From an optimization exercise on the open Yosys and OpenROAD flow, aimed at small area, a short achievable clock period and few clock cycles per item; shortcuts taken in it are not production practice.
Only simulation tests tie the RTL to the original design; equivalence was not proved.
No activity file was given, so power comes from the tool's default toggle rates.

v5:
// ysyx_mulunit
module ysyx_mulunit (
    input          clk,
    input          rst_n,
    input          mul_valid,
    input  [63:0]  alu_src1,
    input  [63:0]  alu_src2,
    input  [3:0]   mul_expand_signed,
    output [129:0] mul_res,
    output         sh_fnsh_flag
);
Settings: LEC_CHECK=0, CAP_MARGIN=20, CORE_MARGIN=2, CORE_UTILIZATION=50, SETUP_SLACK_MARGIN=4.5, SLEW_MARGIN=20, SYNTH_HIERARCHICAL=1; clock period 8.0 ns.
standard.sh (not shown) runs the stock make flow with config.mk's settings and CLKGATE_MAP_FILE= SYNTH_SCRIPT=/design/flow/synth_recipe.tcl, a recipe that flattens the netlist after the stock synthesis.
==> flow/flow/run.sh <==
#!/bin/bash
# Layout flow: the standard layout (standard.sh, which also runs the
# standard synthesis) with these settings changed:
#  - the port buffers start as buf_1 instead of the buffer the resizer picks;
#  - sizing may swap a cell for one of another footprint;
#  - clock tree synthesis inserts no dummy loads.
# make's output goes to make.log; each step's tool output is in orfs/logs/.
set -euo pipefail
bash standard.sh MATCH_CELL_FOOTPRINT=0 \
    "BUFFER_PORTS_ARGS=-buffer_cell sky130_fd_sc_hd__buf_1" \
    "CTS_ARGS=-sink_clustering_enable -repair_clock_nets -dont_use_dummy_load" \
    finish > make.log 2>&1
v5: flow completed, timing, DRC and antenna clean
Testbench counts of v5, summed over its fixed seeds: cycles 34,590, muls 4,800.
Modified inputs, v59 compared to v5
# v5
export LEC_CHECK = 0
export CAP_MARGIN = 20
export CORE_MARGIN = 2
export CORE_UTILIZATION = 50
export SETUP_SLACK_MARGIN = 4.5
export SLEW_MARGIN = 20
export SYNTH_HIERARCHICAL = 1
create_clock -name core_clock -period 8.0 [get_ports {clk}]
# v59
export LEC_CHECK = 0
export ABC_AREA = 1
export CAP_MARGIN = 20
export CORE_MARGIN = 2
export CORE_UTILIZATION = 50
export SETUP_SLACK_MARGIN = 4.5
export SLEW_MARGIN = 20
export SYNTH_HIERARCHICAL = 1
create_clock -name core_clock -period 8.0 [get_ports {clk}]
==> flow/flow/run.sh <==
#!/bin/bash
# Layout flow: the standard layout (standard.sh, which also runs the
# standard synthesis) with these settings changed:
#  - the port buffers start as buf_2 instead of the buffer the resizer picks;
#  - sizing may swap a cell for one of another footprint;
#  - clock tree synthesis inserts no dummy loads.
# make's output goes to make.log; each step's tool output is in orfs/logs/.
set -euo pipefail
bash standard.sh MATCH_CELL_FOOTPRINT=0 \
    "BUFFER_PORTS_ARGS=-buffer_cell sky130_fd_sc_hd__buf_2" \
    "CTS_ARGS=-sink_clustering_enable -repair_clock_nets -dont_use_dummy_load" \
    finish > make.log 2>&1
[summary]
Looking at switching component of the power across both flows, v59 is the weaker of the two, with v5 ahead.
Summary of v59 over v5: required time of the worst setup path went up by 80 ps; number of global-route vias before repair went up by 3917; clock-pin slew of the registers on the worst-case setup and hold paths was more or less identical.
Sequential power is higher on v59
For v5, the end of the critical path was u_mul.prep, unlike v59, where it was u_mul.P[21].
No stage failed in v59, and the final checks on the layout all came back clean.
[diff] via count, v59 relative to v5: regression
Of v59 and v5, v59 shows the higher layout filler cell count, with v5 below it.
Cell area in v59 is about 7% higher than in v5
Sequential standard cell area, v59 and v5: lower on v59
Compared with v5, v59 has extra setup slack.
Relative to v5, the number of gates given a new drive strength after cts of v59 is lower by 32.
Input-level comparison between v28 and v59:
# v59
export LEC_CHECK = 0
export ABC_AREA = 1
export CAP_MARGIN = 20
export CORE_MARGIN = 2
export CORE_UTILIZATION = 50
export SETUP_SLACK_MARGIN = 4.5
export SLEW_MARGIN = 20
export SYNTH_HIERARCHICAL = 1
create_clock -name core_clock -period 8.0 [get_ports {clk}]
# v28
export LEC_CHECK = 0
export CAP_MARGIN = 20
export CORE_MARGIN = 2
export CORE_UTILIZATION = 50
export PLACE_DENSITY = 0.7
export SETUP_SLACK_MARGIN = 4.5
export SLEW_MARGIN = 20
export SYNTH_HIERARCHICAL = 1
create_clock -name core_clock -period 8.0 [get_ports {clk}]
==> results.txt <==
v28 ends up with lower synthesized area than v59 does.
Relative to v59, signed area change from the synthesized netlist to the final layout increased by 1.5 points in v28.
Dominant combinational cell family by area after synthesis = adder cells: v28; dominant combinational cell family by area after synthesis = simple AND/OR/NAND/NOR gates: v59
In the metrics for v28 and v59, the one carrying the lower parity-gate share of the synthesized area counting xor and xnor cells is v59.
What v59 reported for via count has to be multiplied by 0.873 to get the figure for v28.
[v28] portion of total power attributed to combinational logic rose 1.6 points relative to v59
Total design power, v28 and v59: lower on v59
Total non-filler cell area in the finished layout (higher): v59
Edits applied to the flow inputs when going from v28 to v4:
# v28
export LEC_CHECK = 0
export CAP_MARGIN = 20
export CORE_MARGIN = 2
export CORE_UTILIZATION = 50
export PLACE_DENSITY = 0.7
export SETUP_SLACK_MARGIN = 4.5
export SLEW_MARGIN = 20
export SYNTH_HIERARCHICAL = 1
create_clock -name core_clock -period 8.0 [get_ports {clk}]
# v4
export LEC_CHECK = 0
export CAP_MARGIN = 20
export CORE_MARGIN = 2
export CORE_UTILIZATION = 57
export SETUP_SLACK_MARGIN = 4.5
export SLEW_MARGIN = 20
export SYNTH_HIERARCHICAL = 1
create_clock -name core_clock -period 8.0 [get_ports {clk}]
==> comparison <==
v4 has completed all stages; timing, DRC and antenna checks passed. STATUS setup slack after layout: v4 loses against v28. Of v4 and v28, the lower share of the clock period used by the worst path after layout belongs to v28. Insertion delay to the later sink of the worst-skew pair (v4 over v28): increase, 20 ps. In v4, the total global-route track usage came out 3.1 points above the value in v28. Relative to v28, the final weighted congestion in routability-driven placement of v4 is lower by about 4.4%. Per the comparison of v4 with v28, cell leakage power closely matched the old numbers, upper clock frequency limit -0.83%, area after synthesis held steady, sum of routed wire length over all layers fell by 5.2%, worst path buffer plus inverter count decreased 1.
The following lists how v48 was set up differently from v4:
# v4
export LEC_CHECK = 0
export CAP_MARGIN = 20
export CORE_MARGIN = 2
export CORE_UTILIZATION = 57
export SETUP_SLACK_MARGIN = 4.5
export SLEW_MARGIN = 20
export SYNTH_HIERARCHICAL = 1
create_clock -name core_clock -period 8.0 [get_ports {clk}]
# v48
export LEC_CHECK = 0
export CAP_MARGIN = 20
export CORE_MARGIN = 2
export CORE_UTILIZATION = 50
export SETUP_SLACK_MARGIN = 4.5
export SLEW_MARGIN = 20
export SYNTH_HIERARCHICAL = 1
export TNS_END_PERCENT = 10
create_clock -name core_clock -period 8.0 [get_ports {clk}]
Results
Taking v4 as the reference point, the number of fillers in the final layout of v48 rises by 23%.
Going from v4 to v48, the antenna cell count was found to have gone up by 1.
Comparing v4 and v48, the lower final core area utilization was measured on v48.
Non-clock inverter count in the final layout: v4 vs v48 identical
Tap cell instance count (lower): v4
Measured against each other, v4 and v48 differ in non-clock buffer count, the higher figure coming from v4.
Cell count in v48 vs v4: up 82

-- port drivers added, routing unchanged --
How much do the figures lean on ideal ports? The routed layouts below were timed once more, with nothing changed but the port constraints. Step 1: set_driving_cell puts a clkbuf_16 on clk and a buf_2 on each other input, an assumption about the parent block. Step 2 also shifts input and output timing later by t, the mid clock arrival at the registers, as if the neighbouring blocks saw the same clock. Slacks: ideal ports / drivers / drivers and shift; pairs: ideal ports / drivers.
run	t (ns)	setup slack, ns	worst setup path at the end	worst slew at a driven data input, ns	cell pins on the clock port's net
v5	0.605	4.565 / 4.574 / 4.001	input to register	0.14	1
v59	0.625	4.602 / 4.602 / 4.231	input to register	0.05	1
v28	0.611	4.525 / 4.525 / 3.988	input to register	0.07	1
v4	0.605	4.496 / 4.496 / 4.053	input to register	0.06	1
v48	0.609	4.430 / 4.430 / 4.005	input to register	0.08	1
After both steps setup and hold are still met in every run listed. For v5, which loses most, drivers alone change the setup slack by +0.009 ns; drivers and shift together by -0.564 ns.
